What follows belongs to an exercise in optimizing a design on an open flow for small area; a production flow would make more cautious choices.
Function was checked by simulation only, so behaviour that the tests miss may differ from the original.
The clock port is modelled as an ideal driver, which makes a skipped or thinned clock tree look cheaper than it is; a real chip needs a root buffer or a tree.
Power and IR drop assume default switching activity.

==> flow/design.v (excerpt) <==
module LED_top (
    input clk,
    input rst,
    input btn1in,
    input btn2in,
    input btn3in,
    output A,
    output B,
    output C,
    output D,
    output R0,
    output G0,
    output B0,
    output R1,
    output G1,
    output B1,
    output OE,
    output LAT,
    output clk_shft
);
reg [2:0] p;
always @(posedge clk or posedge rst)
    if (rst) p <= 3'd0;
    else     p <= p + 3'd1;
assign clk_shft = p[2];
wire tick = (p == 3'd3);
reg [2:0] tile;
reg [3:0] cm;
reg [3:0] rm;
wire t6     = tile[2] & tile[1];           
wire t5     = tile[2] & tile[0];
wire cmwrap = cm[3] & cm[0];               
wire xmit   = t6 && (cm[2:0] == 3'd7);
always @(posedge clk or posedge rst)
    if (rst) begin
        tile <= 3'd6;
        cm   <= 4'd8;
        rm   <= 4'd15;
    end else begin
        cm   <= (tick && cmwrap) ? {2'd0, t5, 1'b0} : cm + {3'd0, tick};
        tile <= (tick && cmwrap && t6) ? 3'd0 : tile + {2'd0, tick && cmwrap};
        rm   <= rm + {3'd0, tick && xmit};
    end
assign {D, C, B, A} = rm;
assign OE  = !(t6 && cm[3]);
assign LAT = xmit;
reg [4:0] y;
wire x   = cm[0];
wire y24 = y[4] & y[3];                    
always @(posedge clk or posedge rst)
    if (rst) y <= 5'd0;
    else     y <= (tick && y24) ? 5'd0 : y + {4'd0, tick};
wire h    = (y[0] == x) && (y != 5'd0);
wire h_prev = ((y[0] == x) && (y[4:1] != 4'd0)) || (x && (y == 5'd0));
wire idle0 = cm[3] & rm[2] & tile[2] & tile[1] & (y == 5'd0);
wire gend  = !cm[2] & cm[1] & !cm[0] & rm[3] & !rm[2] & rm[1] & rm[0] & !tile[1]
             & !y[3] & !y[2] & !y[1];
reg gx, R;
always @(posedge clk or posedge rst)
    if (rst) begin
        gx <= 1'b0;
        R  <= 1'b0;
    end else if (tick) begin
        if (gend) gx <= 1'b1;
        R <= idle0 || (R && !y[3]);    
    end
wire ready = R && !y[3];    
wire md    = !idle0;
wire anybtn = btn1in | btn2in | btn3in;
reg [1:0] d;
always @(posedge clk or posedge rst)
    if (rst) d <= 2'd0;
    else if (tick) begin
        d[1] <= (!d[1] && d[0]) || (d[1] && anybtn);
        d[0] <= !d[1] && (d[0] || (md && anybtn));
    end
wire shift = d[1] & d[0];
wire Shift = shift | ready;
reg [8:0] b;
reg ls;
always @(posedge clk or posedge rst)
  ...
For scale: roughly 35 flip-flops, roughly 18 I/O pins.
export LEC_CHECK = 0
export CAP_MARGIN = 20
export CORE_MARGIN = 2
export CORE_UTILIZATION = 40
export SLEW_MARGIN = 20
create_clock -name core_clock -period 12.0 [get_ports {clk}]
standard.sh (not shown) runs the stock make flow with config.mk's settings and CLKGATE_MAP_FILE= SYNTH_SCRIPT=/design/flow/synth_recipe.tcl, a recipe that flattens the netlist after the stock synthesis.
==> flow/flow/run.sh <==
#!/bin/bash
# Own layout flow: the standard flow (standard.sh) with three changes:
#  - synthesis maps with an area-oriented ABC script (flow/abc_area.script,
#    selected by ABC_AREA=1); everything else in synthesis is unchanged, so
#    the registers are those of the standard synthesis;
#  - port buffers are sky130_fd_sc_hd__buf_1 (the ports carry light loads);
#  - the clock tree is three clkbuf_8, each driving a third of the flip-flops
#    (flow/manual_cts.tcl, in place of clock_tree_synthesis).
set -euo pipefail
here=$(pwd)
rm -rf "$here/scripts_own"
cp -r "$FLOW_HOME/scripts" "$here/scripts_own"
cp "$here/flow/abc_area.script" "$here/scripts_own/abc_area.script"
# clock tree: flow/manual_cts.tcl in place of clock_tree_synthesis
sed -i 's|^log_cmd clock_tree_synthesis {\*}\$cts_args$|source $::env(MANUAL_CTS_TCL)|' "$here/scripts_own/cts.tcl"
grep -q MANUAL_CTS_TCL "$here/scripts_own/cts.tcl"
bash "$here/standard.sh" \
    "SCRIPTS_DIR=$here/scripts_own" \
    ABC_AREA=1 \
    "BUFFER_PORTS_ARGS=-buffer_cell sky130_fd_sc_hd__buf_1" \
    "MANUAL_CTS_TCL=$here/flow/manual_cts.tcl" \
    finish > "$here/flow_make.log" 2>&1
==> flow/flow/abc_area.script <==
strash
dch
amap
topo
==> flow/flow/manual_cts.tcl <==
# Clock tree: the clock port drives cts_nbuf buffers (cts_cell), each driving the
# flip-flops of one vertical strip of the core (split by x at equal counts),
# placed at the centre of its flip-flops. detailed_placement in cts.tcl then
# legalizes them.
set cts_cell sky130_fd_sc_hd__clkbuf_8
set cts_nbuf 3
set block [ord::get_db_block]
set dbu [$block getDbUnitsPerMicron]
set loads {}
foreach p [get_pins -of_objects [get_nets clk] -filter "direction==input"] {
  set loc [[[sta::sta_to_db_pin $p] getInst] getLocation]
  lappend loads [list [lindex $loc 0] [lindex $loc 1] $p]
}
set loads [lsort -real -index 0 $loads]
set m [llength $loads]
for {set i 0} {$i < $cts_nbuf} {incr i} {
  set grp [lrange $loads [expr {$i * $m / $cts_nbuf}] [expr {($i + 1) * $m / $cts_nbuf - 1}]]
  set sx 0
  set sy 0
  set pins {}
  foreach g $grp {
    set sx [expr {$sx + [lindex $g 0]}]
    set sy [expr {$sy + [lindex $g 1]}]
    lappend pins [lindex $g 2]
  }
  set cx [expr {$sx / [llength $grp] / double($dbu)}]
  set cy [expr {$sy / [llength $grp] / double($dbu)}]
  insert_buffer -buffer_cell $cts_cell -net clk -load_pins $pins -location [list $cx $cy]
}
puts "manual clock tree: $cts_nbuf x $cts_cell for $m clock pins"
The baseline finished with timing, DRC and antenna clean.
==> next run, changes <==
--- a/flow/design.v
+++ b/flow/design.v
@@ -220,16 +220,17 @@
     if (rst) begin
         U <= 1'b0;
         L <= 1'b0;
     end else if (tick) begin
         U <= pix_up;
         L <= pix_dn;
     end
-wire top_band = (rm >= 4'd10) && (rm != 4'd15);
-wire low_band = (rm <= 4'd4) || (rm == 4'd15);
+wire top_band = rm[3] & (rm[2] | rm[1]);                     
+wire low_band = rm[3] ? (rm[2] & (rm[1] | rm[0]))            
+                      : !(rm[2] & (rm[1] | rm[0]));          
 assign R0 = U & top_band;
 assign G0 = U & top_band;
 assign B0 = U & !top_band;
 assign R1 = L;
 assign G1 = L & low_band;
 assign B1 = L & !low_band;
 endmodule
Outcome: Power grows by 1.1%; worst hold slack loses 0.0097 ns; wire length rises by 2.4%; core utilization increases by 1.5 points; die area decreases by 1.3%; critical path depth increases by 1; final cell count went down by 2.1%; global-route usage is higher by 0.77 points; fmax rose by 4.8%; cell area drops by 1.4%.
In every run of this note, the design's own scripts or RTL, not TritonCTS, make the clock network.

-- separate check: timing with driven ports --
The flow's constraints put no driver on any port. The routed layouts listed below were extracted and timed again, unchanged, in two steps. Step 1 (the two cells are an assumption about what drives the block):
set clk [get_ports {clk}]
set_driving_cell -lib_cell sky130_fd_sc_hd__clkbuf_16 $clk
set_driving_cell -lib_cell sky130_fd_sc_hd__buf_2 [delete_from_list [all_inputs] $clk]
Step 2 moves the port delays by t, midway between the first and last clock arrival at a register: inputs arrive t later, outputs are due t later. That takes back most of the time a late clock gives input paths. a / b / c = ideal / step 1 / step 2; a / b = the first two.
| run | t (ns) | slack for setup (ns) | clock arrival spread, ns | worst slew at a driven data input, ns |
|---|---|---|---|---|
| the first run | 0.181 | 7.702 / 7.657 / 7.838 | 0.013 / 0.013 | 0.03 |
| the second run | 0.180 | 7.897 / 7.856 / 8.036 | 0.015 / 0.016 | 0.03 |
After both steps every run listed still meets setup and hold.
